Source: an optimization exercise on an open RTL-to-GDS flow (aim: small area, a short achievable clock period and few clock cycles). Production flows keep margins and buffers that such runs may drop.
The RTL was checked by simulation tests, not by an equivalence proof against the original design.
No activity file was given, so power comes from the tool's default toggle rates.

==> flow/design.v <==
module HW2_divider(Clk, Rst, St, Divisor, Dividend, Quotient, Remainder, Overflow, Done);
	input Clk, Rst, St;
	input [15:0] Divisor;
	input [15:0] Dividend;
	output [15:0] Quotient;
	output [15:0] Remainder;
	output Overflow;
	output reg Done;
	reg [15:0] R;      
	reg [15:0] D;      
	reg [15:0] Q;      
	reg [3:0] cnt;     
	reg ovf;
	wire z8 = ~|Divisor[15:8];
	wire [15:0] n1 = z8 ? {Divisor[7:0], 8'b0} : Divisor;
	wire z4 = ~|n1[15:12];
	wire [15:0] n2 = z4 ? {n1[11:0], 4'b0} : n1;
	wire z2 = ~|n2[15:14];
	wire [15:0] n3 = z2 ? {n2[13:0], 2'b0} : n2;
	wire z1 = ~n3[15];
	wire [15:0] n4 = z1 ? {n3[14:0], 1'b0} : n3;
	wire [16:0] diff = {1'b0, R} - {1'b0, D};
	wire ge = ~diff[16];
	assign Quotient = Q;
	assign Remainder = R;
	assign Overflow = ovf;
	always @(posedge Clk) begin
		if (Rst)
			Done <= 1'b1;
		else if (Done)
			Done <= ~St;
		else if (cnt == 4'd0 || ovf)
			Done <= 1'b1;
	end
	always @(posedge Clk) begin
		if (Done) begin
			D <= n4;
			cnt <= {z8, z4, z2, z1};
			if (St) begin
				R <= Dividend;
				Q <= 16'd0;
				ovf <= ~|Divisor;
			end
		end else begin
			if (ge) R <= diff[15:0];
			Q <= {Q[14:0], ge};
			D <= {1'b0, D[15:1]};
			cnt <= cnt - 4'd1;
		end
	end
endmodule
==> flow/flow/run.sh <==
#!/bin/bash
# The standard layout, with each port buffered by a small buffer instead of
# the delay cell that buffer_ports picks by default.
set -euo pipefail
bash standard.sh "BUFFER_PORTS_ARGS=-buffer_cell sky130_fd_sc_hd__buf_1" finish > standard.log 2>&1
==> flow/standard.sh <==
#!/bin/bash
# synth_recipe.tcl (not shown) runs the flow's synth.tcl, then flattens the netlist and writes it again
# the make line also repeats each setting of config.mk as NAME=value (left out here)
make -C /OpenROAD-flow-scripts/flow DESIGN_CONFIG=/design/flow/config.mk WORK_HOME=/design/flow/orfs CLKGATE_MAP_FILE= SYNTH_SCRIPT=/design/flow/synth_recipe.tcl "${@:-finish}"
==> flow/config.mk <==
export PLATFORM = sky130hd
export DESIGN_NAME = HW2_divider
export DESIGN_NICKNAME = HW2_divider
export VERILOG_FILES = /design/flow/design.v
export SDC_FILE = /design/flow/constraint.sdc
export NUM_CORES = 4
export LEC_CHECK = 0
export ABC_AREA = 1
export ABC_CLOCK_PERIOD_IN_PS = 2000
export CAP_MARGIN = 20
export CORE_MARGIN = 2
export CORE_UTILIZATION = 55
export SETUP_SLACK_MARGIN = 3.5
export SLEW_MARGIN = 20
==> flow/constraint.sdc <==
create_clock -name core_clock -period 6.0 [get_ports {Clk}]
set_input_delay 1.2000 -clock core_clock [delete_from_list [all_inputs] [get_ports {Clk}]]
set_output_delay 1.2000 -clock core_clock [all_outputs]
set_load 0.01 [all_outputs]
==> results.sh, run 1 <==
export IMPL_synth_fp_nets=526
export IMPL_drc_errors=0
export IMPL_htree_num_levels=2
export IMPL_portBuffers=68
export IMPL_end_kind="flop"
export IMPL_cts_tree="done"
export IMPL_finalSetupViolCount=0
export IMPL_criticalPathCategory="input pin to flop"
export IMPL_tightest_slew_ns=0.507
export IMPL_worstPathMaxFanout=7
export IMPL_die_area_um2=7040
export IMPL_cap_violations=0
export IMPL_hold_viol=0
export IMPL_fin_util_pct=70.0
export IMPL_fin_cells=626
export IMPL_ys_seq_area_share_pct=40.2
export IMPL_holdPathStages=1
export IMPL_tns_ns=0
export IMPL_cts_buffer_depth=2
export IMPL_final_antenna_net_count=0
export IMPL_crit_required_ns=6.25
export IMPL_coreArea_um2=6280
export IMPL_ir_drop_mv=0.155
export IMPL_diodes=0
export IMPL_die_w_um=83.9
export IMPL_reg2regPathDepth=13
export IMPL_routed_wl_mm=8.36
export IMPL_cpMaxStageDelayCell="clkbuf_16"
export IMPL_die_h_um=83.9
export IMPL_root_buffer="clkbuf_8"
export IMPL_grt_pass1_vias=3078
export IMPL_gr_total_overflow=0
export IMPL_max_freq_mhz=399
export IMPL_via_per_inst=5.19
export IMPL_drive_gt1_share_pct=19.9
export IMPL_place_gp_congestion=0.904
export IMPL_fillerInstances=542
export IMPL_crit_arrival_ns=2.76
export IMPL_cp_slowest_stage_delay_ns=0.21
export IMPL_outcome="timing/DRC/antenna clean"
export IMPL_grt_max_degree=50
export IMPL_drt_iter0_drc=154
export IMPL_worst_slack_ns=3.50
export IMPL_io_pins=69
export IMPL_insertion_delay_ns=0.31
export IMPL_numCtsBuffers=5
export IMPL_syn_inst=473
export IMPL_whs_ns=0.452
export IMPL_grt_total_usage_pct=22.9
export IMPL_cts_hold_buf=0
export IMPL_finClkSkew_ns=0.00797
export IMPL_antenna_found_initial=0
export IMPL_post_route_min_period_ns=2.50
export IMPL_yosys_register_bits=54
export IMPL_leakagePower_nw=2.10
export IMPL_hold_path_class="flop to flop"
export IMPL_clk_pin_slew_worst_paths_ns=0.10
export IMPL_dp_cells=605
export IMPL_start_util_pct=55.9
export IMPL_area_growth_pct=25.3
export IMPL_critPathLaunchType="input pin"
export IMPL_slew_viol_final=0
export IMPL_nets=601
export IMPL_crit_chain="buf_6, nor2_4, nand2_4, nor2_8, nand2_2, nand2_2, nor2_4, nand3_2, nand2_4, inv_6, nand2_8, a21oi_4, clkbuf_16, nand2_1, nand3_1"
export IMPL_route_vias_total=3249
export IMPL_powerDensity_nw_per_um2=264
export IMPL_cts_num_sinks=54
export IMPL_syn_area_um2=3510
export IMPL_grt_pass1_wl_mm=13.4
export IMPL_place_ws_ns=3.02
export IMPL_avgSynthCellArea_um2=7.42
export IMPL_rows=29
export IMPL_slew_headroom_pct=66.2
export IMPL_place_hpwl_mm=5.93
export IMPL_wl_per_cell_um=13.4
export IMPL_first_pass_iters=4
export IMPL_rsz0062_at_grt="true"
export IMPL_yosysWarnings=1
export IMPL_synthDistinctLibCells=35
export IMPL_min_period_over_period_pct=41.7
-- layout by cell type, fill, tap and decap left out, types with 6 or more instances in the layout --
| master | n |
|---|---|
| dfxtp_1 | 20 |
| or2_2 | 7 |
| nand2_1 | 134 |
| nor2_4 | 10 |
| ha_1 | 16 |
| nand3_1 | 22 |
| buf_1 | 60 |
| nand2_2 | 17 |
| a21oi_1 | 18 |
| edfxtp_1 | 33 |
| nand3_2 | 13 |
| nand2_4 | 14 |
| o21ai_1 | 6 |
| o21ai_0 | 17 |
| nor2_1 | 34 |
| buf_4 | 6 |
| inv_1 | 59 |
-- cells in the mapped netlist, drive strengths merged --
library cell	n	area, µm²
a211oi	2	15.0
a21o	4	30.0
a21oi	20	111
a221oi	1	8.76
a311oi	1	8.76
a31oi	2	12.5
buf	6	52.5
clkbuf	8	30.0
dfxtp	21	420
edfxtp	33	991
fa	1	20.0
ha	17	213
inv	65	249
nand2	167	669
nand3	35	185
nand3b	2	15.0
nor2	43	208
nor3	2	10.0
o21ai	24	120
o21bai	6	45.0
o31ai	1	7.51
or2	7	43.8
xnor2	1	8.76
xor2	4	35.0
-- final cells by class --
class / instances / area [µm²] / area share [%]
Timing Repair Buffer: 80 / 457 / 10.4
Multi-Input combinational cell: 342 / 2080 / 47.4
Sequential cell: 54 / 1420 / 32.2
Clock inverter: 3 / 20.0 / 0.455
Tap cell: 77 / 96.3 / 2.19
Clock buffer: 5 / 68.8 / 1.57
Inverter: 65 / 256 / 5.83
-- metal layers --
metal | wire (µm) | GRT usage (%) | vias to the layer above | part of all wire (%)
met4 | 65 | 5.87 | 0 | 0.78
met1 | 3620 | 29.9 | 1479 | 43
met3 | 416 | 3.36 | 6 | 5.0
met5 | 0 | 0 | - | 0
met2 | 4260 | 40.0 | 93 | 51
li1 | - | - | 1671 | -
-- logic make-up after synthesis --
family | count (synthesis) | synth area share, %
xor+xnor | 5 | 1.25
flops | 54 | 40.2
compound gates | 61 | 10.2
buf+inv | 79 | 9.45
simple gates | 256 | 32.2
fa+ha+maj | 18 | 6.63
-- registers in the layout (all words and copies together) (netlist names) --
register	count
Done	1
cnt	4
R	16
Q	16
D	16
ovf	1
-- timing repair --
item                                    CTS  global route
cloned                                    0             4
resized for setup                         5            76
endpoints found under the setup margin   31            35
pin swaps                                 2            20
buffers inserted                          3             6
-- power by group --
| part | switching [mW] | total, mW | leakage [nW] | internal [mW] |
|---|---|---|---|---|
| Clock | 0.131 | 0.214 | 0.0422 | 0.0827 |
| Sequential | 0.0336 | 0.484 | 0.512 | 0.451 |
| Combinational | 0.278 | 0.461 | 1.55 | 0.183 |
| Total | 0.442 | 1.16 | 2.10 | 0.717 |
-- final timing paths --
kind / endpoint / startpoint / slack (ns)
setup reg to reg: R[14] / R[0] / 3.54
setup / recovery: D[12] / Divisor[15] / 3.50
hold / removal: cnt[0] / cnt[0] / 0.45
hold reg to reg: cnt[0] / cnt[0] / 0.45
-- critical path, delay by kind of cell --
| family | cells | cell delay (ns) |
|---|---|---|
| simple gates | 11 | 0.94 |
| buf+inv | 3 | 0.40 |
| compound gates | 1 | 0.20 |
-- metrics by stage --
step                      instance area [µm²]  power [mW]
after global routing                     4400        1.24
after detailed placement                 3850       0.877
after floorplan                          3570       0.780
after global placement                   3850       0.870
after CTS                                4010        1.10
final                                    4400        1.16
Testbench counts, summed over its fixed seeds: cycles 83,106.
==> run 2: changes to the inputs <==
--- a/flow/config.mk
+++ b/flow/config.mk
@@ -9,6 +9,6 @@
 export ABC_CLOCK_PERIOD_IN_PS = 2000
 export CAP_MARGIN = 20
 export CORE_MARGIN = 2
-export CORE_UTILIZATION = 55
+export CORE_UTILIZATION = 30
 export SETUP_SLACK_MARGIN = 3.5
 export SLEW_MARGIN = 20
==> run 2 against run 1 <==
  * Still clean on timing, DRC and antenna
  * Power grew 7.5%
  * Routed wire length grew 5.5%
  * Synthesized cell count is the same
  * Flip-flop and latch count is the same
  * Sequential share of layout area shrank 1.7 points
  * Core utilization shrank 29 points
  * Via count shrank 0.92%
  * Combinational power is essentially flat
  * Global-route usage shrank 9.5 points
  * Hold slack lost 0.00066 ns
  * Clock power grew 38%
  * Critical path type unchanged
  * Critical endpoint is now D[10]
  * Highest routed layer unchanged
==> results.sh, run 2 <==
export IMPL_multi_input_area_um2=2100
export IMPL_ys_async_sr_fraction_pct=0
export IMPL_place_hpwl_mm=6.50
export IMPL_syn_area_um2=3510
export IMPL_synthTopCellsByArea="edfxtp_1 28%, nand2_1 16%, dfxtp_1 12%, inv_1 6.5%, ha_1 6.1%"
export IMPL_htree_num_levels=2
export IMPL_die_h_um=112
export IMPL_grt_util_met3_pct=1.89
export IMPL_hold_path_class="flop to flop"
export IMPL_tns_ns=0
export IMPL_io_pins=69
export IMPL_fin_area_um2=4650
export IMPL_crit_required_ns=6.24
export IMPL_cap_violations=0
export IMPL_drt_iter0_drc=124
export IMPL_worstPathMaxFanout=8
export IMPL_antenna_found_initial=0
export IMPL_grtUsageMet2_pct=23.5
export IMPL_min_period_over_period_pct=42.9
export IMPL_end_kind="flop"
export IMPL_wl_per_cell_um=12.6
export IMPL_diodes=0
export IMPL_gr_total_overflow=0
export IMPL_grt_pass1_wl_mm=14.0
export IMPL_route_vias_total=3219
export IMPL_coreArea_um2=11400
export IMPL_rsz0062_at_grt="true"
export IMPL_tightest_slew_ns=0.512
export IMPL_critPathLaunchType="input pin"
export IMPL_yosysWarnings=1
export IMPL_place_gp_congestion=0.854
export IMPL_largestRegisters="D (16), Q (16), R (16)"
export IMPL_synth_fp_nets=526
export IMPL_powerDensity_nw_per_um2=268
export IMPL_fillerInstances=1180
export IMPL_fin_util_pct=40.7
export IMPL_ir_drop_mv=0.151
export IMPL_cts_tree="done"
export IMPL_outcome="timing/DRC/antenna clean"
export IMPL_slew_headroom_pct=65.8
export IMPL_crit_buf_inv=4
export IMPL_cts_num_sinks=54
export IMPL_grt_pass1_vias=3103
export IMPL_drc_errors=0
export IMPL_yosys_area_top_type="edfxtp_1"
export IMPL_synthDistinctLibCells=35
export IMPL_layout_common_cells="124 x nand2_1, 60 x inv_1, 60 x buf_1"
export IMPL_yosys_register_bits=54
export IMPL_hold_viol=0
export IMPL_synth_top_area_share_pct=28.2
export IMPL_grt_max_degree=50
export IMPL_cpMaxStageDelayCell="a21oi_4"
export IMPL_criticalPathCategory="input pin to flop"
export IMPL_post_route_min_period_ns=2.57
export IMPL_rrSetupSlack_ns=3.62
export IMPL_clk_pin_slew_worst_paths_ns=0.08
export IMPL_crit_arrival_ns=2.81
export IMPL_syn_inst=473
export IMPL_first_pass_iters=4
export IMPL_insertion_delay_ns=0.29
export IMPL_finalSetupViolCount=0
export IMPL_crit_chain="buf_6, nor2_4, nand2_4, nor2_8, buf_6, a21o_1, nand3_2, nand2_4, inv_8, a21oi_4, clkbuf_16, nand2_1, nand3_1"
export IMPL_die_w_um=112
export IMPL_gr_usage_met1_pct=17.2
export IMPL_via_per_inst=4.61
export IMPL_slew_viol_final=0
export IMPL_synth_enable_flop_cells=33
export IMPL_area_growth_pct=32.4
export IMPL_cts_buffer_depth=2
export IMPL_root_buffer="clkbuf_16"
export IMPL_busiest_layer="met2"
export IMPL_finClkSkew_ns=0.00617
export IMPL_final_common_cell="nand2_1"
export IMPL_rows=39
export IMPL_yosysMostFrequentCell="nand2_1"
export IMPL_avgSynthCellArea_um2=7.42
export IMPL_dpl_cell_area_um2=3930
export IMPL_synth_common_cells="154 x nand2_1, 61 x inv_1, 38 x nor2_1"
export IMPL_final_antenna_net_count=0
export IMPL_ys_seq_area_share_pct=40.2
export IMPL_numCtsBuffers=5
export IMPL_cp_slowest_stage_delay_ns=0.22
export IMPL_max_freq_mhz=389
export IMPL_start_util_pct=30.7
export IMPL_synth_ff_type="edfxtp_1"
export IMPL_drive_gt1_share_pct=22.8
export IMPL_die_area_um2=12600
export IMPL_regArea_um2=1420
export IMPL_grt_total_usage_pct=13.4
export IMPL_cp_top_family="simple AND/OR/NAND/NOR gates"
export IMPL_nets=608
export IMPL_leakagePower_nw=2.18
export IMPL_cts_hold_buf=0
export IMPL_portBuffers=68
export IMPL_routed_wl_mm=8.82
run 2: cell counts after synthesis:
Identical to the previous run, type by type.
run 2: path summary, 6_finish.rpt:
kind	from	endpoint	cells after the start
max	Divisor[8]	D[10]	13
min	cnt[0]	cnt[0]	1
max reg2reg	R[0]	R[0]	13
min reg2reg	cnt[0]	cnt[0]	1
run 2: report_power, final:
group	switching, mW	internal [mW]
clock	0.138	0.157
sequential	0.0357	0.451
combinational	0.276	0.187
total	0.450	0.795
run 2: cells by family (layout without fill, tap and decap cells):
| logic type | count (synthesis) | in the layout | synth area share [%] |
|---|---|---|---|
| compound gates | 61 | 61 | 10.2 |
| xor+xnor | 5 | 5 | 1.25 |
| fa+ha+maj | 18 | 18 | 6.63 |
| buf+inv | 79 | 161 | 9.45 |
| flops | 54 | 54 | 40.2 |
| simple gates | 256 | 257 | 32.2 |
run 2: final cells by class:
| cell class | count | area share [%] |
|---|---|---|
| multi-input combinational | 341 | 45.3 |
| sequential | 54 | 30.5 |
| timing repair buffer | 88 | 11.5 |
| inverter | 65 | 5.63 |
| tap | 143 | 3.85 |
| clock buffer | 5 | 2.69 |
| clock inverter | 3 | 0.566 |
run 2: stage by stage:
| stage | setup WS [ns] | instances | power (mW) | hold WS (ns) |
|---|---|---|---|---|
| 6_report | 3.43 | 699 | 1.25 | 0.452 |
| 5_1_grt | 3.36 | 699 | 1.33 | 0.462 |
| 4_1_cts | 3.48 | 684 | 1.19 | 0.445 |
| 3_5_place_dp | 2.98 | 671 | 0.879 | 0.438 |
| 3_3_place_gp | 3.04 | 671 | 0.873 | 0.429 |
| 2_1_floorplan | 3.50 | 473 | 0.780 | 0.409 |
run 2: metal layers:
metal / part of all wire (%) / wire [µm]
met5: 0 / 0
met4: 1.1 / 99
met3: 3.1 / 270
met2: 50 / 4370
met1: 46 / 4080
run 2: timing repair:
| item | CTS | global route |
|---|---|---|
| buffers inserted | 5 | 12 |
| gates cloned | 0 | 3 |
| setup endpoints to repair | 34 | 34 |
| gates resized for setup | 8 | 90 |
| endpoints found under the hold margin | 0 | 0 |
| pin swaps | 4 | 38 |
==> run 3: changes to the inputs <==
--- a/flow/config.mk
+++ b/flow/config.mk
@@ -9,6 +9,8 @@
 export ABC_CLOCK_PERIOD_IN_PS = 2000
 export CAP_MARGIN = 20
 export CORE_MARGIN = 2
-export CORE_UTILIZATION = 30
+export CORE_UTILIZATION = 40
+export CTS_CLUSTER_DIAMETER = 100
+export CTS_CLUSTER_SIZE = 40
 export SETUP_SLACK_MARGIN = 3.5
 export SLEW_MARGIN = 20
==> run 3 against run 2 <==
  * Clock skew is 0.0065 ns higher
  * First-iteration DRC count is 27% lower
  * Synthesized cell count stayed put
  * Die area is 24% lower
  * Worst setup slack better by 0.10 ns
  * Synthesized area stayed put
  * Cell count is 5.0% lower
  * Sequential power hardly changed
  * Non-clock buffer count stayed put
  * Combinational power is 4% lower
  * Register-to-register slack worse by 0.03 ns
  * Core utilization is 9.9 points higher
  * Largest power group unchanged
==> results.sh, run 3 <==
export IMPL_outcome="timing/DRC/antenna clean"
export IMPL_fin_util_pct=50.6
export IMPL_synthDistinctLibCells=35
export IMPL_avgSynthCellArea_um2=7.42
export IMPL_max_freq_mhz=405
export IMPL_crit_required_ns=6.25
export IMPL_ys_seq_area_share_pct=40.2
export IMPL_io_pins=69
export IMPL_coreArea_um2=8590
export IMPL_layout_common_cells="148 x nand2_1, 62 x buf_1, 60 x inv_1"
export IMPL_clk_pin_slew_worst_paths_ns=0.11
export IMPL_powerDensity_nw_per_um2=265
export IMPL_synth_top_area_share_pct=28.2
export IMPL_place_gp_congestion=0.898
export IMPL_synthTopCellsByArea="edfxtp_1 28%, nand2_1 16%, dfxtp_1 12%, inv_1 6.5%, ha_1 6.1%"
export IMPL_syn_inst=473
export IMPL_finClkSkew_ns=0.0126
export IMPL_top_layer_used="met4"
export IMPL_first_pass_iters=4
export IMPL_cap_violations=0
export IMPL_wl_met2_mm=4.00
export IMPL_hold_path_class="flop to flop"
export IMPL_hold_viol=0
export IMPL_wl_per_cell_um=12.5
export IMPL_drive_gt1_share_pct=16.4
export IMPL_worstPathMaxFanout=8
export IMPL_die_area_um2=9540
export IMPL_numCtsBuffers=5
export IMPL_grt_pass1_vias=3082
export IMPL_grt_total_usage_pct=17.2
export IMPL_yosys_area_top_type="edfxtp_1"
export IMPL_power_total_mw=1.15
export IMPL_nets=608
export IMPL_slew_headroom_pct=64.5
export IMPL_portBuffers=68
export IMPL_yosys_register_bits=54
export IMPL_routed_wl_mm=8.28
export IMPL_ys_async_sr_fraction_pct=0
export IMPL_antenna_found_initial=0
export IMPL_htree_num_levels=2
export IMPL_crit_arrival_ns=2.72
export IMPL_synth_enable_flop_cells=33
export IMPL_rsz0062_at_grt="true"
export IMPL_post_route_min_period_ns=2.47
export IMPL_grt_max_degree=50
export IMPL_synth_ff_type="edfxtp_1"
export IMPL_diodes=0
export IMPL_wl_met3_um=335
export IMPL_die_w_um=97.7
export IMPL_place_hpwl_mm=6.04
export IMPL_slew_viol_final=0
export IMPL_cts_num_sinks=54
export IMPL_syn_area_um2=3510
export IMPL_grt_pass1_wl_mm=13.8
export IMPL_yosysMostFrequentCell="nand2_1"
export IMPL_cts_tree="done"
export IMPL_synth_common_cells="154 x nand2_1, 61 x inv_1, 38 x nor2_1"
export IMPL_root_buffer="clkbuf_8"
export IMPL_min_period_over_period_pct=41.1
export IMPL_ir_drop_mv=0.112
export IMPL_yosysWarnings=1
export IMPL_finalSetupViolCount=0
export IMPL_tightest_slew_ns=0.532
export IMPL_largestRegisters="D (16), Q (16), R (16)"
export IMPL_criticalPathCategory="input pin to flop"
export IMPL_via_per_inst=4.85
export IMPL_tns_ns=0
export IMPL_drt_iter0_drc=90
export IMPL_gr_total_overflow=0
export IMPL_start_util_pct=40.8
export IMPL_fillerInstances=877
export IMPL_insertion_delay_ns=0.31
export IMPL_rows=34
export IMPL_final_antenna_net_count=0
export IMPL_drt_met1_wl_mm=3.86
export IMPL_end_kind="flop"
export IMPL_synth_fp_nets=526
export IMPL_die_h_um=97.7
export IMPL_route_vias_total=3222
export IMPL_final_common_cell="nand2_1"
export IMPL_critPathLaunchType="input pin"
export IMPL_area_growth_pct=23.9
export IMPL_leakagePower_nw=2.05
export IMPL_drc_errors=0
export IMPL_cts_buffer_depth=2
## run 3: cell count changes in the layout (fill, tap and decap cells not counted), moves of 6 or more
cell,previous run,this run
clkbuf_16,7,1
nand3_1,23,32
nand2_4,13,7
nand2_2,28,12
nand3_2,12,3
nand2_1,124,148
## run 3: through the flow
stage	cell area [µm²]	hold WS, ns	std cells	setup slack [ns]
after CTS	4140	0.441	656	3.50
after global routing	4350	0.476	664	3.43
final	4350	0.438	664	3.53
after floorplan	3570	0.409	473	3.50
after detailed placement	3890	0.428	636	3.01
after global placement	3890	0.427	636	3.04
## run 3: timing repair
action | CTS | global route
cloned | 0 | 2
buffers inserted | 12 | 6
gates resized for setup | 5 | 42
pin swaps | 6 | 11
hold buffers | 0 | 0
endpoints found under the setup margin | 32 | 35
## run 3: cells by family (layout without fill, tap and decap cells)
| family | count (synthesis) | in the layout | synth area share (%) |
|---|---|---|---|
| AOI/OAI and AO/OA | 61 | 61 | 10.2 |
| xor gates and xnor gates | 5 | 5 | 1.25 |
| adders and majority gates | 18 | 18 | 6.63 |
| buffers and inverters | 79 | 161 | 9.45 |
| DFF | 54 | 54 | 40.2 |
| and+or+nand+nor | 256 | 257 | 32.2 |
## run 3: report_power, final
| group | internal, mW | switching, mW | leakage, nW | total [mW] |
|---|---|---|---|---|
| clock | 0.0869 | 0.135 | 0.0502 | 0.222 |
| sequential | 0.451 | 0.0344 | 0.512 | 0.485 |
| combinational | 0.181 | 0.263 | 1.49 | 0.444 |
| total | 0.719 | 0.432 | 2.05 | 1.15 |
## run 3: worst paths after layout
check / startpoint / end / slack (ns) / cells after the start
worst max-delay path: Divisor[10] / D[2] / 3.53 / 14
worst min-delay path: cnt[0] / cnt[0] / 0.44 / 1
worst max register to register: R[0] / R[12] / 3.59 / 13
worst min register to register: cnt[0] / cnt[0] / 0.44 / 1
## run 3: cell type report
class,count,area (µm²),share of cell area [%]
Inverter,65,264,6.07
Multi-Input combinational cell,341,1920,44.2
Sequential cell,54,1420,32.5
Timing Repair Buffer,88,513,11.8
Tap cell,108,135,3.11
Clock buffer,5,68.8,1.58
Clock inverter,3,28.8,0.662
## run 3: metal layers
metal / up-vias / GRT usage, %
met3: 8 / 2.66
met5: - / 0
met1: 1465 / 22.6
met4: 0 / 2.56
met2: 69 / 30.7
li1: 1680 / -
## run 3: critical path, cell delays in order
cell      delay [ns]
clkbuf_2        0.11
nor2_4          0.10
nand2_4         0.07
nor2_8          0.20
nand2_2         0.07
nand2_2         0.10
nor2_4          0.06
nand3_1         0.10
nand2_2         0.09
buf_4           0.14
buf_4           0.13
a21oi_1         0.16
nand3_1         0.09
nand3_1         0.10
==> run 4: changes to the inputs <==
--- a/flow/config.mk
+++ b/flow/config.mk
@@ -10,7 +10,5 @@
 export CAP_MARGIN = 20
 export CORE_MARGIN = 2
 export CORE_UTILIZATION = 40
-export CTS_CLUSTER_DIAMETER = 100
-export CTS_CLUSTER_SIZE = 40
-export SETUP_SLACK_MARGIN = 3.5
+export SETUP_SLACK_MARGIN = 3.1
 export SLEW_MARGIN = 20
==> run 4 against run 3 <==
  * Largest power group unchanged
  * Sequential share of layout area grew 3.2 points
  * Worst setup slack got worse by 0.20 ns
  * Still clean on timing, DRC and antenna
  * Synthesized area unchanged
  * Synthesized cell count unchanged
==> results.sh, run 4 <==
export IMPL_outcome="timing/DRC/antenna clean"
export IMPL_power_frac_clock_pct=20.5
export IMPL_tightest_slew_ns=0.907
export IMPL_dp_cells=636
export IMPL_cts_num_sinks=54
export IMPL_portBuffers=68
export IMPL_synth_ff_type="edfxtp_1"
export IMPL_place_hpwl_mm=6.00
export IMPL_swShare_pct=37.3
export IMPL_crit_chain="buf_1"
export IMPL_slew_viol_final=0
export IMPL_yosysMostFrequentCell="nand2_1"
export IMPL_rsz0062_at_grt="false"
export IMPL_slew_headroom_pct=39.5
export IMPL_coreArea_um2=8590
export IMPL_layout_common_cells="154 x nand2_1, 68 x buf_1, 61 x inv_1"
export IMPL_wl_per_cell_um=11.8
export IMPL_synth_enable_flop_cells=33
export IMPL_multi_input_area_um2=1780
export IMPL_syn_inst=473
export IMPL_reg2regPathDepth=13
export IMPL_root_buffer="clkbuf_8"
export IMPL_regArea_um2=1410
export IMPL_ys_seq_area_share_pct=40.2
export IMPL_power_total_mw=1.09
export IMPL_cts_buffer_depth=2
export IMPL_fin_cells=645
export IMPL_synthTopCellsByArea="edfxtp_1 28%, nand2_1 16%, dfxtp_1 12%, inv_1 6.5%, ha_1 6.1%"
export IMPL_hold_viol=0
export IMPL_area_growth_pct=12.7
export IMPL_p_comb_share_pct=35.0
export IMPL_ys_async_sr_fraction_pct=0
export IMPL_crit_arrival_ns=1.46
export IMPL_die_area_um2=9540
export IMPL_finClkSkew_ns=0.00693
export IMPL_worstPathMaxFanout=49
export IMPL_diodes=0
export IMPL_largestRegisters="D (16), Q (16), R (16)"
export IMPL_tns_ns=0
export IMPL_grt_pass1_wl_mm=13.2
export IMPL_clk_pin_slew_worst_paths_ns=0.10
export IMPL_critPathCapture="Done"
export IMPL_cpMaxStageDelayCell="dfxtp_2"
export IMPL_io_pins=69
export IMPL_min_period_over_period_pct=44.4
export IMPL_ir_drop_mv=0.132
export IMPL_fillerInstances=902
export IMPL_routed_wl_mm=7.63
export IMPL_rows=34
export IMPL_powerDensity_nw_per_um2=275
export IMPL_htree_num_levels=2
export IMPL_grt_total_usage_pct=16.5
export IMPL_seq_power_share_pct=44.6
export IMPL_leakagePower_nw=1.86
export IMPL_insertion_delay_ns=0.32
export IMPL_gr_total_overflow=0
export IMPL_cp_slowest_stage_delay_ns=0.93
export IMPL_yosys_register_bits=54
export IMPL_critPathLaunchType="flop"
export IMPL_die_h_um=97.7
export IMPL_hold_path_class="flop to flop"
export IMPL_p_int_uw=682
export IMPL_route_vias_total=3032
export IMPL_final_common_cell="nand2_1"
export IMPL_cts_tree="done"
export IMPL_drive_gt1_share_pct=8.19
export IMPL_first_pass_iters=4
export IMPL_synth_top_area_share_pct=28.2
export IMPL_end_kind="primary output"
export IMPL_crit_buf_inv=1
export IMPL_power_switching_uw=405
export IMPL_yosysWarnings=1
export IMPL_grt_pass1_vias=2978
export IMPL_synthDistinctLibCells=35
export IMPL_crit_start="Done"
export IMPL_crit_required_ns=4.80
export IMPL_fin_util_pct=46.0
export IMPL_dpl_cell_area_um2=3830
export IMPL_yosys_area_top_type="edfxtp_1"
export IMPL_r2r_end="R[3]"
export IMPL_cp_depth=1
export IMPL_syn_area_um2=3510
export IMPL_place_gp_congestion=0.848
export IMPL_avgSynthCellArea_um2=7.42
export IMPL_criticalPathCategory="flop to primary output"
export IMPL_nets=589
export IMPL_antenna_found_initial=0
export IMPL_drc_errors=0
export IMPL_die_w_um=97.7
export IMPL_fin_area_um2=3960
export IMPL_cp_top_family="flip-flops"
export IMPL_start_util_pct=40.8
export IMPL_final_antenna_net_count=0
export IMPL_cap_violations=0
export IMPL_grt_max_degree=50
export IMPL_numCtsBuffers=5
export IMPL_rrSetupSlack_ns=3.37
export IMPL_rr_startpoint="R[0]"
export IMPL_synth_common_cells="154 x nand2_1, 61 x inv_1, 38 x nor2_1"
export IMPL_post_route_min_period_ns=2.66
export IMPL_synth_fp_nets=526
export IMPL_via_per_inst=4.70
export IMPL_holdPathStages=1
export IMPL_max_freq_mhz=375
export IMPL_drt_iter0_drc=92
export IMPL_finalSetupViolCount=0
[run 4: changes by cell type in the layout (fill, tap and decap cells not counted), moves of 5 or more]
cell     change
buf_4       -12
buf_1        +6
buf_6        -6
nand2_1      +6
nand2_4      -5
nor2_1       +5
[run 4: through the flow]
step                hold slack (ns)  worst slack, ns
floorplan                     0.409             3.36
global placement              0.427             3.07
detailed placement            0.428             2.97
CTS                           0.445             3.17
global route                  0.485             3.15
finish                        0.442             3.34
[run 4: logic make-up after synthesis]
family	Yosys count	synth area share [%]
buffers and inverters	79	9.45
adders and majority gates	18	6.63
AOI/OAI and AO/OA	61	10.2
xor gates and xnor gates	5	1.25
DFF	54	40.2
and+or+nand+nor	256	32.2
[run 4: routing by layer]
layer	global-route usage [%]	vias up	share of wire, %
met5	0	-	0
met4	2.88	0	0.79
met3	2.88	7	3.8
met2	28.9	49	45
met1	21.5	1333	50
li1	-	1643	-
[run 4: what timing repair did]
item,4_1_cts,5_1_grt
endpoints found under the setup margin,16,16
buffers inserted,0,1
endpoints found under the hold margin,0,0
pin swaps,0,1
hold buffers,0,0
resized for setup,1,0
[run 4: worst min path at each step]
| stage | start | slack (ns) | end |
|---|---|---|---|
| 3_5_place_dp | cnt[0] | 0.43 | cnt[0] |
| 6_report | cnt[0] | 0.44 | cnt[0] |
| 5_1_grt | cnt[0] | 0.49 | cnt[0] |
| 3_3_place_gp | cnt[0] | 0.43 | cnt[0] |
| 2_1_floorplan | cnt[0] | 0.41 | cnt[0] |
| 4_1_cts | cnt[0] | 0.45 | cnt[0] |
[run 4: area by class of cell]
cell class / instances / share of cell area [%]
Clock inverter: 3 / 0.728
Inverter: 65 / 6.30
Tap cell: 108 / 3.42
Multi-Input combinational cell: 340 / 45.0
Timing Repair Buffer: 70 / 7.15
Clock buffer: 5 / 1.74
Sequential cell: 54 / 35.7
[run 4: power groups by stage]
| stage | Clock, mW | Sequential [mW] | Combinational [mW] |
|---|---|---|---|
| floorplan | 0 | 0.493 | 0.281 |
| global placement | 0 | 0.493 | 0.371 |
| detailed placement | 0 | 0.494 | 0.375 |
| CTS | 0.231 | 0.486 | 0.379 |
| global route | 0.245 | 0.493 | 0.436 |
| finish | 0.222 | 0.484 | 0.380 |
==> run 5: changes to the inputs <==
--- a/flow/config.mk
+++ b/flow/config.mk
@@ -10,5 +10,5 @@
 export CAP_MARGIN = 20
 export CORE_MARGIN = 2
 export CORE_UTILIZATION = 40
-export SETUP_SLACK_MARGIN = 3.1
+export SETUP_SLACK_MARGIN = 3.2
 export SLEW_MARGIN = 20
==> run 5 against run 4 <==
  * First-iteration DRC count up 11%
  * Die area is the same
  * Synthesized cell count stayed put
  * Flip-flop and latch count unchanged
  * Clock skew is 0.0014 ns higher
  * Final area grew 0.66%
  * Routed wire length up 0.81%
  * Critical path type is now input pin to flop
  * Largest power group unchanged
==> results.sh, run 5 <==
export IMPL_outcome="timing/DRC/antenna clean"
export IMPL_worstHoldStart="cnt[0]"
export IMPL_yosysMostFrequentCell="nand2_1"
export IMPL_post_route_min_period_ns=2.58
export IMPL_routed_wl_mm=7.69
export IMPL_yosys_register_bits=54
export IMPL_synthTopCellsByArea="edfxtp_1 28%, nand2_1 16%, dfxtp_1 12%, inv_1 6.5%, ha_1 6.1%"
export IMPL_seq_power_share_pct=44.3
export IMPL_syn_inst=473
export IMPL_gr_total_overflow=0
export IMPL_drt_iter0_drc=102
export IMPL_coreArea_um2=8590
export IMPL_dpl_cell_area_um2=3830
export IMPL_avgSynthCellArea_um2=7.42
export IMPL_area_growth_pct=13.4
export IMPL_p_comb_share_pct=35.4
export IMPL_synth_top_area_share_pct=28.2
export IMPL_die_h_um=97.7
export IMPL_cts_tree="done"
export IMPL_ys_seq_area_share_pct=40.2
export IMPL_crit_required_ns=6.26
export IMPL_cts_buffer_depth=2
export IMPL_die_area_um2=9540
export IMPL_portBuffers=68
export IMPL_hold_path_class="flop to flop"
export IMPL_critPathLaunchType="input pin"
export IMPL_max_freq_mhz=387
export IMPL_wl_per_cell_um=11.9
export IMPL_grt_pass1_wl_mm=13.2
export IMPL_root_buffer="clkbuf_8"
export IMPL_end_kind="flop"
export IMPL_place_gp_congestion=0.848
export IMPL_synthDistinctLibCells=35
export IMPL_cts_num_sinks=54
export IMPL_tightest_slew_ns=0.515
export IMPL_tns_ns=0
export IMPL_powerDensity_nw_per_um2=275
export IMPL_synth_enable_flop_cells=33
export IMPL_synth_fp_nets=526
export IMPL_insertion_delay_ns=0.32
export IMPL_crit_start="Divisor[13]"
export IMPL_finClkSkew_ns=0.00830
export IMPL_slew_viol_final=0
export IMPL_synth_ff_type="edfxtp_1"
export IMPL_diodes=0
export IMPL_clk_pin_slew_worst_paths_ns=0.11
export IMPL_grt_pass1_vias=2979
export IMPL_worstPathMaxFanout=16
export IMPL_layout_common_cells="154 x nand2_1, 68 x buf_1, 61 x inv_1"
export IMPL_route_vias_total=3042
export IMPL_r2r_end="R[12]"
export IMPL_synth_common_cells="154 x nand2_1, 61 x inv_1, 38 x nor2_1"
export IMPL_hold_end="cnt[0]"
export IMPL_die_w_um=97.7
export IMPL_busiest_layer="met2"
export IMPL_cap_violations=0
export IMPL_hold_viol=0
export IMPL_first_pass_iters=4
export IMPL_gr_usage_met1_pct=21.6
export IMPL_syn_area_um2=3510
export IMPL_fin_area_um2=3980
export IMPL_yosysWarnings=1
export IMPL_largestRegisters="D (16), Q (16), R (16)"
export IMPL_finalSetupViolCount=0
export IMPL_via_per_inst=4.71
export IMPL_grt_util_met3_pct=2.88
export IMPL_ys_async_sr_fraction_pct=0
export IMPL_holdPathStages=1
export IMPL_crit_arrival_ns=2.84
export IMPL_rrSetupSlack_ns=3.45
export IMPL_numCtsBuffers=5
export IMPL_slew_headroom_pct=65.7
export IMPL_reg2regPathDepth=13
export IMPL_ir_drop_mv=0.131
export IMPL_drive_gt1_share_pct=8.55
export IMPL_power_total_mw=1.09
export IMPL_cts_hold_buf=0
export IMPL_io_pins=69
export IMPL_multi_input_area_um2=1780
export IMPL_min_period_over_period_pct=43.0
export IMPL_whs_ns=0.441
export IMPL_final_common_cell="nand2_1"
export IMPL_start_util_pct=40.8
export IMPL_leakagePower_nw=1.88
export IMPL_place_hpwl_mm=6.00
export IMPL_final_antenna_net_count=0
export IMPL_htree_num_levels=2
export IMPL_p_int_uw=686
export IMPL_grt_max_degree=50
export IMPL_drc_errors=0
export IMPL_grt_total_usage_pct=16.5
export IMPL_yosys_area_top_type="edfxtp_1"
export IMPL_fin_util_pct=46.3
export IMPL_swShare_pct=37.3
export IMPL_fillerInstances=896
export IMPL_power_switching_uw=408
export IMPL_grtUsageMet2_pct=29.0
export IMPL_power_frac_clock_pct=20.3
export IMPL_antenna_found_initial=0
export IMPL_rsz0062_at_grt="false"
export IMPL_nets=590
export IMPL_regArea_um2=1420
export IMPL_criticalPathCategory="input pin to flop"
export IMPL_rr_startpoint="R[0]"
export IMPL_rows=34
run 5: cell counts after synthesis:
No cell type changed its count.
run 5: how the worst max path moves through the flow:
stage	to	slack (ns)
final	D[11]	3.42
after global routing	R[13]	3.20
after CTS	Done	3.28
after detailed placement	R[13]	2.97
after global placement	D[0]	3.07
after floorplan	R[0]	3.36
run 5: cell type report:
type,instances,share of cell area (%)
Multi-Input combinational cell,340,44.8
Sequential cell,54,35.5
Timing Repair Buffer,71,7.61
Inverter,65,6.25
Tap cell,108,3.39
Clock buffer,5,1.73
Clock inverter,3,0.723
run 5: critical path: stages:
cell and delay [ns]:
buf_1 0.08, nor2_1 0.13, nand2_2 0.10, nor2_8 0.17, nand2_1 0.08, nand2_2 0.09
nor2_4 0.05, nand2_2 0.22, inv_2 0.11, o21ai_0 0.26, nand2_1 0.09, nand2_1 0.10
nand2_1 0.06, nand3_1 0.08
run 5: timing repair:
item,4_1_cts,5_1_grt
pin swaps,1,0
endpoints found under the hold margin,0,0
endpoints found under the setup margin,16,20
resized for setup,1,3
setup buffers,2,0
run 5: power groups by stage:
stage,logic [mW],registers (mW),clock network (mW)
2_1_floorplan,0.281,0.493,0
3_3_place_gp,0.371,0.493,0
3_5_place_dp,0.375,0.494,0
4_1_cts,0.387,0.486,0.231
5_1_grt,0.444,0.493,0.245
6_report,0.387,0.484,0.223
run 5: layer usage:
layer / vias up / wire length, µm
met2: 49 / 3570
li1: 1646 / -
met1: 1340 / 3810
met3: 7 / 259
met5: - / 0
met4: 0 / 60
run 5: cell families (layout without fill, tap and decap cells):
group / after synthesis / after routing / share of synthesized area (%)
buffers and inverters: 79 / 144 / 9.45
AO/OA/AOI/OAI: 61 / 61 / 10.2
XOR/XNOR: 5 / 5 / 1.25
AND/OR/NAND/NOR: 256 / 256 / 32.2
flip-flops: 54 / 54 / 40.2
adder cells (fa/ha/maj): 18 / 18 / 6.63
run 5: per-stage QoR:
stage,worst slack (ns),instances
after global placement,3.07,636
after floorplan,3.36,473
final,3.42,646
after detailed placement,2.97,636
after global routing,3.20,646
after CTS,3.28,646
==> run 6: changes to the inputs <==
--- a/flow/config.mk
+++ b/flow/config.mk
@@ -10,5 +10,5 @@
 export CAP_MARGIN = 20
 export CORE_MARGIN = 2
 export CORE_UTILIZATION = 40
-export SETUP_SLACK_MARGIN = 3.2
+export SETUP_SLACK_MARGIN = 3.4
 export SLEW_MARGIN = 20
==> run 6 against run 5 <==
  * Cell count increased by 1.2%
  * Register-to-register slack improved by 0.14 ns
  * First-iteration DRC count increased by 19%
  * Critical path depth increased by 2
  * Global-route usage increased by 0.31 points
  * Die area unchanged
  * Final area increased by 4.0%
  * Synthesized cell count unchanged
  * Routed wire length increased by 3.4%
  * Worst setup slack improved by 0.12 ns
  * Critical endpoint is now D[14]
==> results.sh, run 6 <==
export IMPL_end_kind="flop"
export IMPL_tns_ns=0
export IMPL_insertion_delay_ns=0.32
export IMPL_grt_pass1_vias=2983
export IMPL_synth_common_cells="154 x nand2_1, 61 x inv_1, 38 x nor2_1"
export IMPL_yosys_register_bits=54
export IMPL_io_pins=69
export IMPL_antenna_found_initial=0
export IMPL_post_route_min_period_ns=2.46
export IMPL_synth_ff_type="edfxtp_1"
export IMPL_powerDensity_nw_per_um2=269
export IMPL_syn_inst=473
export IMPL_numCtsBuffers=5
export IMPL_min_period_over_period_pct=41.0
export IMPL_cts_tree="done"
export IMPL_finClkSkew_ns=0.0156
export IMPL_syn_area_um2=3510
export IMPL_start_util_pct=40.8
export IMPL_synth_enable_flop_cells=33
export IMPL_drc_errors=0
export IMPL_place_hpwl_mm=6.09
export IMPL_drt_iter0_drc=121
export IMPL_die_h_um=97.7
export IMPL_via_per_inst=4.75
export IMPL_first_pass_iters=4
export IMPL_slew_viol_final=0
export IMPL_coreArea_um2=8590
export IMPL_regArea_um2=1420
export IMPL_critPathLaunchType="input pin"
export IMPL_worstPathMaxFanout=11
export IMPL_grt_total_usage_pct=16.8
export IMPL_rows=34
export IMPL_die_area_um2=9540
export IMPL_hold_path_class="flop to flop"
export IMPL_finalSetupViolCount=0
export IMPL_leakagePower_nw=1.95
export IMPL_yosysMostFrequentCell="nand2_1"
export IMPL_synthTopCellsByArea="edfxtp_1 28%, nand2_1 16%, dfxtp_1 12%, inv_1 6.5%, ha_1 6.1%"
export IMPL_slew_headroom_pct=65.0
export IMPL_largestRegisters="D (16), Q (16), R (16)"
export IMPL_htree_num_levels=2
export IMPL_drive_gt1_share_pct=11.4
export IMPL_clk_pin_slew_worst_paths_ns=0.10
export IMPL_ys_async_sr_fraction_pct=0
export IMPL_criticalPathCategory="input pin to flop"
export IMPL_grt_pass1_wl_mm=13.4
export IMPL_area_growth_pct=18.0
export IMPL_whs_ns=0.445
export IMPL_ir_drop_mv=0.151
export IMPL_final_common_cell="nand2_1"
export IMPL_multi_input_area_um2=1850
export IMPL_nets=598
export IMPL_hold_viol=0
export IMPL_cts_num_sinks=54
export IMPL_wl_per_cell_um=12.2
export IMPL_avgSynthCellArea_um2=7.42
export IMPL_rrSetupSlack_ns=3.59
export IMPL_die_w_um=97.7
export IMPL_root_buffer="clkbuf_8"
export IMPL_synth_fp_nets=526
export IMPL_fillerInstances=908
export IMPL_max_freq_mhz=406
export IMPL_route_vias_total=3106
export IMPL_portBuffers=68
export IMPL_routed_wl_mm=7.96
export IMPL_gr_total_overflow=0
export IMPL_grt_max_degree=50
export IMPL_ys_seq_area_share_pct=40.2
export IMPL_cap_violations=0
export IMPL_layout_common_cells="153 x nand2_1, 68 x buf_1, 61 x inv_1"
export IMPL_tightest_slew_ns=0.524
export IMPL_yosys_area_top_type="edfxtp_1"
export IMPL_synth_top_area_share_pct=28.2
export IMPL_crit_arrival_ns=2.72
export IMPL_cts_buffer_depth=2
export IMPL_cts_hold_buf=0
export IMPL_final_antenna_net_count=0
export IMPL_diodes=0
export IMPL_yosysWarnings=1
export IMPL_synthDistinctLibCells=35
export IMPL_outcome="timing/DRC/antenna clean"
export IMPL_rsz0062_at_grt="false"
export IMPL_place_gp_congestion=0.869
export IMPL_crit_required_ns=6.26
-- run 6: path summary, 6_finish.rpt --
check / cells past startpoint / end / from
setup / recovery: 16 / D[14] / Divisor[8]
hold / removal: 1 / cnt[0] / cnt[0]
setup reg to reg: 13 / R[13] / R[0]
hold reg to reg: 1 / cnt[0] / cnt[0]
-- run 6: per-layer routing --
metal | vias to the layer above | track usage, % | wire, µm
met3 | 6 | 3.02 | 354
met5 | - | 0 | 0
met1 | 1384 | 22.5 | 3750
met4 | 0 | 4.27 | 57
li1 | 1654 | - | -
met2 | 62 | 28.2 | 3800
-- run 6: cell type report --
class	instances	area share, %
clock inverter	3	0.695
inverter	65	6.07
clock buffer	5	1.66
multi-input combinational	341	44.7
tap	108	3.26
sequential	54	34.2
timing repair buffer	78	9.49
-- run 6: critical path, stage by stage --
cell     delay [ns]
buf_1          0.11
nor2_1         0.06
nand2_2        0.14
nor2_8         0.07
nand2_1        0.07
nand2_2        0.07
nor2_4         0.18
nand3_2        0.12
nand2_4        0.10
inv_4          0.06
nand2_4        0.08
nand2_4        0.07
nor2_4         0.14
buf_12         0.13
nand2_1        0.06
nand3_1        0.06
-- run 6: power breakdown --
group          internal, mW  switching, mW  leakage [nW]
combinational         0.161          0.250          1.39
sequential            0.451         0.0347         0.512
clock                0.0868          0.132        0.0502
-- run 6: repair_timing --
action	4_1_cts	5_1_grt
buffers inserted	2	7
endpoints found under the setup margin	17	34
hold endpoints to repair	0	0
gates cloned	0	1
resized for setup	2	15
pin swaps	1	6
-- run 6: cell families after synthesis --
kind of cell             after synthesis  share of synthesized area (%)
flip-flops                            54                           40.2
XOR/XNOR                               5                           1.25
buffers and inverters                 79                           9.45
AO/OA/AOI/OAI                         61                           10.2
AND/OR/NAND/NOR                      256                           32.2
adder cells (fa/ha/maj)               18                           6.63
-- run 6: through the flow --
stage                     util (%)  total power [mW]  instance area (µm²)  instances  worst slack, ns
after detailed placement      44.7             0.872                 3840        636             3.09
after floorplan                  -             0.775                 3520        473             3.44
after CTS                     46.3              1.10                 3980        646             3.43
after global routing          48.2              1.20                 4140        654             3.39
after global placement        44.7             0.868                 3840        636             3.09
final                         48.2              1.12                 4140        654             3.54
==> run 7: changes to the inputs <==
--- a/flow/config.mk
+++ b/flow/config.mk
@@ -10,5 +10,5 @@
 export CAP_MARGIN = 20
 export CORE_MARGIN = 2
 export CORE_UTILIZATION = 40
-export SETUP_SLACK_MARGIN = 3.4
+export SETUP_SLACK_MARGIN = 3.5
 export SLEW_MARGIN = 20
==> run 7 against run 6 <==
  * Still clean on timing, DRC and antenna
  * Synthesized area did not move
  * Clock-buffer cell count did not move
  * Synthesized cell count did not move
  * Non-clock buffer count rose by 10
  * Sequential share of layout area fell by 1.6 points
  * Global-route usage rose by 0.41 points
  * Hold slack got worse by 0.0072 ns
  * Maximum frequency fell by 0.22%
  * Critical path depth fell by 2
  * Critical path type unchanged
  * Highest routed layer unchanged
==> results.sh, run 7 <==
export IMPL_outcome="timing/DRC/antenna clean"
export IMPL_place_gp_congestion=0.898
export IMPL_tns_ns=0
export IMPL_min_period_over_period_pct=41.1
export IMPL_powerDensity_nw_per_um2=265
export IMPL_slew_headroom_pct=64.5
export IMPL_leakagePower_nw=2.05
export IMPL_diodes=0
export IMPL_hold_path_class="flop to flop"
export IMPL_root_buffer="clkbuf_8"
export IMPL_power_frac_clock_pct=19.3
export IMPL_syn_inst=473
export IMPL_numCtsBuffers=5
export IMPL_max_freq_mhz=405
export IMPL_portBuffers=68
export IMPL_synth_common_cells="154 x nand2_1, 61 x inv_1, 38 x nor2_1"
export IMPL_synth_ff_type="edfxtp_1"
export IMPL_finClkSkew_ns=0.0126
export IMPL_dp_cells=636
export IMPL_cts_buffer_depth=2
export IMPL_tightest_slew_ns=0.532
export IMPL_synth_fp_nets=526
export IMPL_finalSetupViolCount=0
export IMPL_yosysWarnings=1
export IMPL_crit_arrival_ns=2.72
export IMPL_yosys_area_top_type="edfxtp_1"
export IMPL_drive_gt1_share_pct=16.4
export IMPL_coreArea_um2=8590
export IMPL_regArea_um2=1420
export IMPL_wl_met3_um=335
export IMPL_clk_pin_slew_worst_paths_ns=0.11
export IMPL_place_hpwl_mm=6.04
export IMPL_layout_common_cells="148 x nand2_1, 62 x buf_1, 60 x inv_1"
export IMPL_cts_tree="done"
export IMPL_routed_wl_mm=8.28
export IMPL_antenna_found_initial=0
export IMPL_top_layer_used="met4"
export IMPL_ys_seq_area_share_pct=40.2
export IMPL_avgSynthCellArea_um2=7.42
export IMPL_start_util_pct=40.8
export IMPL_largestRegisters="D (16), Q (16), R (16)"
export IMPL_final_common_cell="nand2_1"
export IMPL_cp_top_family="simple AND/OR/NAND/NOR gates"
export IMPL_final_antenna_net_count=0
export IMPL_fillerInstances=877
export IMPL_die_w_um=97.7
export IMPL_drc_errors=0
export IMPL_via_per_inst=4.85
export IMPL_route_vias_total=3222
export IMPL_first_pass_iters=4
export IMPL_synthDistinctLibCells=35
export IMPL_synth_enable_flop_cells=33
export IMPL_power_switching_uw=432
export IMPL_crit_chain="clkbuf_2, nor2_4, nand2_4, nor2_8, nand2_2, nand2_2, nor2_4, nand3_1, nand2_2, buf_4, buf_4, a21oi_1, nand3_1, nand3_1"
export IMPL_synthTopCellsByArea="edfxtp_1 28%, nand2_1 16%, dfxtp_1 12%, inv_1 6.5%, ha_1 6.1%"
export IMPL_ys_async_sr_fraction_pct=0
export IMPL_cap_violations=0
export IMPL_swShare_pct=37.5
export IMPL_post_route_min_period_ns=2.47
export IMPL_wl_met2_mm=4.00
export IMPL_rrSetupSlack_ns=3.59
export IMPL_ir_drop_mv=0.112
export IMPL_die_area_um2=9540
export IMPL_end_kind="flop"
export IMPL_cts_hold_buf=0
export IMPL_fin_util_pct=50.6
export IMPL_nets=608
export IMPL_slew_viol_final=0
export IMPL_yosys_register_bits=54
export IMPL_drt_met1_wl_mm=3.86
export IMPL_htree_num_levels=2
export IMPL_grt_pass1_vias=3082
export IMPL_wl_per_cell_um=12.5
export IMPL_p_comb_share_pct=38.6
export IMPL_grt_max_degree=50
export IMPL_grt_pass1_wl_mm=13.8
export IMPL_multi_input_area_um2=1920
export IMPL_crit_required_ns=6.25
export IMPL_worstPathMaxFanout=8
export IMPL_criticalPathCategory="input pin to flop"
export IMPL_rsz0062_at_grt="true"
export IMPL_seq_power_share_pct=42.2
export IMPL_io_pins=69
export IMPL_cts_num_sinks=54
export IMPL_synth_top_area_share_pct=28.2
export IMPL_rows=34
export IMPL_insertion_delay_ns=0.31
export IMPL_p_int_uw=719
export IMPL_gr_total_overflow=0
export IMPL_yosysMostFrequentCell="nand2_1"
export IMPL_syn_area_um2=3510
export IMPL_cpMaxStageDelayCell="nor2_8"
export IMPL_power_total_mw=1.15
export IMPL_cp_slowest_stage_delay_ns=0.20
export IMPL_crit_buf_inv=3
export IMPL_die_h_um=97.7
export IMPL_area_growth_pct=23.9
export IMPL_hold_viol=0
export IMPL_critPathLaunchType="input pin"
export IMPL_fin_cells=664
export IMPL_grt_total_usage_pct=17.2
export IMPL_drt_iter0_drc=90
-- run 7: layer usage --
metal	up-vias	GRT usage [%]
met2	69	30.7
li1	1680	-
met4	0	2.56
met3	8	2.66
met5	-	0
met1	1465	22.6
-- run 7: final timing paths --
kind,cells after the start,start,endpoint
setup / recovery,14,Divisor[10],D[2]
hold / removal,1,cnt[0],cnt[0]
setup reg to reg,13,R[0],R[12]
hold reg to reg,1,cnt[0],cnt[0]
-- run 7: cell families (layout without fill, tap and decap cells) --
| logic type | after synthesis | after routing | share of synthesized area (%) |
|---|---|---|---|
| AOI/OAI and AO/OA | 61 | 61 | 10.2 |
| adders and majority gates | 18 | 18 | 6.63 |
| and+or+nand+nor | 256 | 257 | 32.2 |
| xor gates and xnor gates | 5 | 5 | 1.25 |
| buffers and inverters | 79 | 161 | 9.45 |
| DFF | 54 | 54 | 40.2 |
-- run 7: layout make-up --
type                       count  share of cell area [%]
clock inverter                 3                   0.662
inverter                      65                    6.07
timing repair buffer          88                    11.8
multi-input combinational    341                    44.2
tap                          108                    3.11
clock buffer                   5                    1.58
sequential                    54                    32.5
-- run 7: per-stage QoR --
step	cell area (µm²)	setup slack (ns)	hold WS (ns)
after floorplan	3570	3.50	0.409
after global placement	3890	3.04	0.427
after detailed placement	3890	3.01	0.428
after CTS	4140	3.50	0.441
after global routing	4350	3.43	0.476
final	4350	3.53	0.438
-- run 7: timing repair --
action / in CTS / in global routing
setup endpoints to repair: 32 / 35
setup buffers: 12 / 6
pin swaps: 6 / 11
resized for setup: 5 / 42
cloned: 0 / 2
-- run 7: worst register-to-register path: cells and delay by family (launching register included) --
kind	cells	cell delay (ns)
flip-flops	1	0.35
AND/OR/NAND/NOR	4	0.36
AO/OA/AOI/OAI	3	0.55
buffers and inverters	4	0.38
adder cells (fa/ha/maj)	2	0.50
-- run 7: power by group through the flow --
stage	Clock [mW]	Sequential (mW)	Combinational, mW
final	0.222	0.485	0.444
after global routing	0.244	0.493	0.502
after CTS	0.230	0.486	0.413
after detailed placement	0	0.495	0.383
after global placement	0	0.493	0.378
after floorplan	0	0.493	0.287
==> run 8: changes to the inputs <==
--- a/flow/config.mk
+++ b/flow/config.mk
@@ -10,5 +10,5 @@
 export CAP_MARGIN = 20
 export CORE_MARGIN = 2
 export CORE_UTILIZATION = 40
-export SETUP_SLACK_MARGIN = 3.5
+export SETUP_SLACK_MARGIN = 3.3
 export SLEW_MARGIN = 20
==> run 8 against run 7 <==
  * Flip-flop and latch count unchanged
  * Clock power hardly changed
  * Via count is 5.3% lower
  * Power decreased by 4.3%
  * First-iteration DRC count rose by 4.4%
  * Core utilization decreased by 3.9 points
  * Critical path type unchanged
  * Largest cell class unchanged
==> results.sh, run 8 <==
export IMPL_path_common_cell="nand2_2"
export IMPL_routed_wl_mm=7.70
export IMPL_hold_viol=0
export IMPL_cts_tree="done"
export IMPL_powerDensity_nw_per_um2=274
export IMPL_cts_buffer_depth=2
export IMPL_rows=34
export IMPL_grt_pass1_vias=2979
export IMPL_synth_top_area_share_pct=28.2
export IMPL_yosysMostFrequentCell="nand2_1"
export IMPL_slew_viol_final=0
export IMPL_tns_ns=0
export IMPL_critPathLaunchType="input pin"
export IMPL_yosys_register_bits=54
export IMPL_root_buffer="clkbuf_8"
export IMPL_crit_required_ns=6.25
export IMPL_die_h_um=97.7
export IMPL_final_common_cell="nand2_1"
export IMPL_portBuffers=68
export IMPL_area_growth_pct=14.4
export IMPL_finalSetupViolCount=0
export IMPL_largestRegisters="D (16), Q (16), R (16)"
export IMPL_fillerInstances=897
export IMPL_criticalPathCategory="input pin to flop"
export IMPL_final_antenna_net_count=0
export IMPL_htree_num_levels=2
export IMPL_syn_area_um2=3510
export IMPL_synth_ff_type="edfxtp_1"
export IMPL_synth_enable_flop_cells=33
export IMPL_outcome="timing/DRC/antenna clean"
export IMPL_ir_drop_mv=0.135
export IMPL_place_gp_congestion=0.848
export IMPL_route_vias_total=3052
export IMPL_nets=591
export IMPL_drc_errors=0
export IMPL_finClkSkew_ns=0.00845
export IMPL_cp_slowest_stage_delay_ns=0.20
export IMPL_clk_pin_slew_worst_paths_ns=0.10
export IMPL_yosys_area_top_type="edfxtp_1"
export IMPL_cts_num_sinks=54
export IMPL_fin_util_pct=46.7
export IMPL_avgSynthCellArea_um2=7.42
export IMPL_yosysWarnings=1
export IMPL_ys_async_sr_fraction_pct=0
export IMPL_crit_chain="buf_1, nor2_1, nand2_2, nor2_8, inv_2, o21bai_1, nand3_1, nand2_2, nand2_4, a21oi_4, buf_12, nand2_1, o21ai_1"
export IMPL_drive_gt1_share_pct=8.72
export IMPL_coreArea_um2=8590
export IMPL_die_area_um2=9540
export IMPL_synthTopCellsByArea="edfxtp_1 28%, nand2_1 16%, dfxtp_1 12%, inv_1 6.5%, ha_1 6.1%"
export IMPL_max_freq_mhz=397
export IMPL_synthDistinctLibCells=35
export IMPL_grt_max_degree=50
export IMPL_crit_arrival_ns=2.77
export IMPL_diodes=0
export IMPL_grt_pass1_wl_mm=13.2
export IMPL_leakagePower_nw=1.90
export IMPL_wl_per_cell_um=11.9
export IMPL_cap_violations=0
export IMPL_cpMaxStageDelayCell="o21bai_1"
export IMPL_numCtsBuffers=5
export IMPL_synth_common_cells="154 x nand2_1, 61 x inv_1, 38 x nor2_1"
export IMPL_syn_inst=473
export IMPL_via_per_inst=4.72
export IMPL_slew_headroom_pct=65.7
export IMPL_power_total_mw=1.10
export IMPL_io_pins=69
export IMPL_drt_iter0_drc=94
export IMPL_whs_ns=0.438
export IMPL_rsz0062_at_grt="false"
export IMPL_end_kind="flop"
export IMPL_min_period_over_period_pct=42.0
export IMPL_grt_total_usage_pct=16.5
export IMPL_layout_common_cells="154 x nand2_1, 68 x buf_1, 61 x inv_1"
export IMPL_gr_total_overflow=0
export IMPL_tightest_slew_ns=0.515
export IMPL_worstPathMaxFanout=14
export IMPL_synth_fp_nets=526
export IMPL_antenna_found_initial=0
export IMPL_first_pass_iters=4
export IMPL_ys_seq_area_share_pct=40.2
export IMPL_die_w_um=97.7
export IMPL_post_route_min_period_ns=2.52
export IMPL_insertion_delay_ns=0.32
export IMPL_hold_path_class="flop to flop"
export IMPL_place_hpwl_mm=6.00
export IMPL_start_util_pct=40.8
-- run 8: critical path, delay by kind of cell --
family                 cells  cell delay, ns
and+or+nand+nor            7            0.78
AOI/OAI and AO/OA          3            0.44
buffers and inverters      3            0.34
-- run 8: final cells by class --
| cell class | instances | area, µm² | share of cell area [%] |
|---|---|---|---|
| clock buffer | 5 | 68.8 | 1.71 |
| clock inverter | 3 | 28.8 | 0.717 |
| inverter | 65 | 249 | 6.20 |
| multi-input combinational | 340 | 1790 | 44.7 |
| sequential | 54 | 1420 | 35.3 |
| tap | 108 | 135 | 3.37 |
| timing repair buffer | 72 | 323 | 8.04 |
-- run 8: logic make-up after synthesis --
| kind of cell | synth area share [%] |
|---|---|
| and+or+nand+nor | 32.2 |
| buffers and inverters | 9.45 |
| AOI/OAI and AO/OA | 10.2 |
| DFF | 40.2 |
| adders and majority gates | 6.63 |
| xor gates and xnor gates | 1.25 |
-- run 8: final timing paths --
kind	endpoint	cells past startpoint	slack, ns	startpoint
max	D[0]	13	3.48	Divisor[13]
min	cnt[0]	1	0.44	cnt[0]
max reg2reg	R[12]	13	3.53	R[0]
min reg2reg	cnt[0]	1	0.44	cnt[0]
-- run 8: where the power goes --
| group | internal, mW | switching [mW] | leakage [nW] |
|---|---|---|---|
| sequential | 0.451 | 0.0337 | 0.512 |
| combinational | 0.153 | 0.242 | 1.33 |
| clock | 0.0877 | 0.134 | 0.0506 |
-- run 8: timing repair --
action                     4_1_cts  5_1_grt
pin swaps                        1        2
setup buffers                    2        1
setup endpoints to repair       17       30
resized for setup                2        5
hold buffers                     0        0
-- run 8: layer usage --
| metal | GRT usage [%] | routed length [µm] |
|---|---|---|
| met1 | 21.6 | 3800 |
| met2 | 29.0 | 3570 |
| met3 | 2.88 | 272 |
| met4 | 2.88 | 60 |
| met5 | 0 | 0 |
-- run 8: metrics by stage --
step | setup WS, ns | cell area [µm²] | std cells
2_1_floorplan | 3.36 | 3510 | 473
3_3_place_gp | 3.07 | 3830 | 636
3_5_place_dp | 2.97 | 3830 | 636
4_1_cts | 3.36 | 3980 | 646
5_1_grt | 3.31 | 4010 | 647
6_report | 3.48 | 4010 | 647
==> run 9: changes to the inputs <==
--- a/flow/config.mk
+++ b/flow/config.mk
@@ -12,3 +12,4 @@
 export CORE_UTILIZATION = 40
 export SETUP_SLACK_MARGIN = 3.3
 export SLEW_MARGIN = 20
+export TNS_END_PERCENT = 20
==> run 9 against run 8 <==
  * Still clean
  * Clock power is essentially flat
  * Sequential share of layout area grew 0.22 points
  * Critical path depth grew 1
  * Critical endpoint is now D[11]
==> results.sh, run 9 <==
export IMPL_hold_viol=0
export IMPL_synthTopCellsByArea="edfxtp_1 28%, nand2_1 16%, dfxtp_1 12%, inv_1 6.5%, ha_1 6.1%"
export IMPL_swShare_pct=37.3
export IMPL_via_per_inst=4.73
export IMPL_rows=34
export IMPL_dp_cells=636
export IMPL_rsz0062_at_grt="true"
export IMPL_grt_max_degree=50
export IMPL_portBuffers=68
export IMPL_diodes=0
export IMPL_synth_common_cells="154 x nand2_1, 61 x inv_1, 38 x nor2_1"
export IMPL_root_buffer="clkbuf_8"
export IMPL_wl_per_cell_um=11.9
export IMPL_final_antenna_net_count=0
export IMPL_fin_util_pct=46.4
export IMPL_ys_async_sr_fraction_pct=0
export IMPL_syn_inst=473
export IMPL_path_common_cell="nand2_1"
export IMPL_place_gp_congestion=0.848
export IMPL_synth_enable_flop_cells=33
export IMPL_coreArea_um2=8590
export IMPL_yosysMostFrequentCell="nand2_1"
export IMPL_syn_area_um2=3510
export IMPL_cts_num_sinks=54
export IMPL_clk_pin_slew_worst_paths_ns=0.11
export IMPL_crit_chain="buf_1, nor2_1, nand2_2, nor2_8, nand2_1, nand2_2, nor2_4, nand2_2, inv_2, o21ai_0, nand2_1, nand2_1, nand2_1, nand3_1"
export IMPL_nets=590
export IMPL_slew_viol_final=0
export IMPL_drc_errors=0
export IMPL_post_route_min_period_ns=2.59
export IMPL_cts_tree="done"
export IMPL_yosys_register_bits=54
export IMPL_leakagePower_nw=1.88
export IMPL_synth_fp_nets=526
export IMPL_cp_slowest_stage_delay_ns=0.27
export IMPL_finClkSkew_ns=0.00864
export IMPL_gr_total_overflow=0
export IMPL_cap_violations=0
export IMPL_cts_buffer_depth=2
export IMPL_outcome="timing/DRC/antenna clean"
export IMPL_p_comb_share_pct=35.6
export IMPL_criticalPathCategory="input pin to flop"
export IMPL_worstPathMaxFanout=16
export IMPL_end_kind="flop"
export IMPL_ys_seq_area_share_pct=40.2
export IMPL_yosysWarnings=1
export IMPL_routed_wl_mm=7.69
export IMPL_slew_headroom_pct=65.3
export IMPL_die_h_um=97.7
export IMPL_hold_path_class="flop to flop"
export IMPL_antenna_found_initial=0
export IMPL_drive_gt1_share_pct=8.55
export IMPL_power_switching_uw=410
export IMPL_largestRegisters="D (16), Q (16), R (16)"
export IMPL_whs_ns=0.441
export IMPL_yosys_area_top_type="edfxtp_1"
export IMPL_critPathLaunchType="input pin"
export IMPL_p_int_uw=688
export IMPL_drt_iter0_drc=97
export IMPL_final_common_cell="nand2_1"
export IMPL_cts_hold_buf=0
export IMPL_numCtsBuffers=5
export IMPL_first_pass_iters=4
export IMPL_fillerInstances=896
export IMPL_grt_total_usage_pct=16.5
export IMPL_finalSetupViolCount=0
export IMPL_insertion_delay_ns=0.32
export IMPL_crit_required_ns=6.26
export IMPL_synth_top_area_share_pct=28.2
export IMPL_max_freq_mhz=386
export IMPL_die_area_um2=9540
export IMPL_start_util_pct=40.8
export IMPL_tightest_slew_ns=0.521
export IMPL_synthDistinctLibCells=35
export IMPL_ir_drop_mv=0.132
export IMPL_fin_cells=646
export IMPL_min_period_over_period_pct=43.2
export IMPL_dpl_cell_area_um2=3830
export IMPL_tns_ns=0
export IMPL_die_w_um=97.7
export IMPL_route_vias_total=3056
export IMPL_htree_num_levels=2
export IMPL_io_pins=69
export IMPL_cpMaxStageDelayCell="o21ai_0"
export IMPL_powerDensity_nw_per_um2=275
export IMPL_grt_pass1_wl_mm=13.2
export IMPL_avgSynthCellArea_um2=7.42
export IMPL_grt_pass1_vias=2979
export IMPL_layout_common_cells="154 x nand2_1, 68 x buf_1, 61 x inv_1"
export IMPL_fin_area_um2=3990
export IMPL_area_growth_pct=13.7
export IMPL_power_frac_clock_pct=20.3
export IMPL_place_hpwl_mm=6.00
export IMPL_crit_arrival_ns=2.85
export IMPL_synth_ff_type="edfxtp_1"
export IMPL_seq_power_share_pct=44.1
-- run 9: cell counts after synthesis --
Identical to the previous run, type by type.
-- run 9: worst max-delay path, delay by kind of cell --
kind	cells	cell delay (ns)
buffers and inverters	2	0.19
AND/OR/NAND/NOR	11	1.17
AO/OA/AOI/OAI	1	0.27
-- run 9: layout make-up --
class	count	area, µm²	share of cell area, %
flip-flops and latches	54	1420	35.5
multi-input cells	340	1790	44.9
well taps	108	135	3.39
clock buffers	5	68.8	1.73
clock inverters	3	28.8	0.721
repair buffers	71	303	7.59
inverters	65	249	6.24
-- run 9: final timing paths --
check | from | end | slack (ns) | cells after the start
setup / recovery | Divisor[13] | D[11] | 3.41 | 14
hold / removal | cnt[0] | cnt[0] | 0.44 | 1
setup reg to reg | R[0] | R[12] | 3.53 | 13
hold reg to reg | cnt[0] | cnt[0] | 0.44 | 1
-- run 9: power by group through the flow --
stage	logic (mW)	clock network (mW)	registers [mW]
finish	0.391	0.223	0.484
global route	0.447	0.245	0.493
CTS	0.387	0.231	0.486
detailed placement	0.375	0	0.494
global placement	0.371	0	0.493
floorplan	0.281	0	0.493
-- run 9: what timing repair did --
item	in CTS	in global routing
endpoints found under the hold margin	0	0
pin swaps	1	1
gates cloned	0	0
buffers inserted	2	0
gates resized for setup	1	4
endpoints found under the setup margin	17	31
-- run 9: through the flow --
| stage | power, mW | setup WS (ns) |
|---|---|---|
| finish | 1.10 | 3.41 |
| detailed placement | 0.869 | 2.97 |
| CTS | 1.10 | 3.28 |
| floorplan | 0.774 | 3.36 |
| global placement | 0.864 | 3.07 |
| global route | 1.18 | 3.23 |
-- run 9: logic make-up (layout without fill, tap and decap cells) --
| family | Yosys count | count (layout) | synth area share (%) |
|---|---|---|---|
| buffers and inverters | 79 | 144 | 9.45 |
| XOR/XNOR | 5 | 5 | 1.25 |
| AO/OA/AOI/OAI | 61 | 61 | 10.2 |
| adder cells (fa/ha/maj) | 18 | 18 | 6.63 |
| AND/OR/NAND/NOR | 256 | 256 | 32.2 |
| flip-flops | 54 | 54 | 40.2 |
-- run 9: routing by layer --
metal / track usage [%] / routed length (µm) / vias up / part of all wire, %
met5: 0 / 0 / - / 0
met4: 2.88 / 60 / 0 / 0.78
met3: 2.88 / 285 / 7 / 3.7
met2: 29.0 / 3570 / 61 / 46
met1: 21.6 / 3780 / 1344 / 49
li1: - / - / 1644 / -

Check on run 9: ideal ports give 3.411 ns setup slack; a clkbuf_16 on the clock port and buf_2 on the inputs give 3.419 ns; moving port delays by the midpoint clock arrival (0.340 ns) as well gives 3.079 ns.
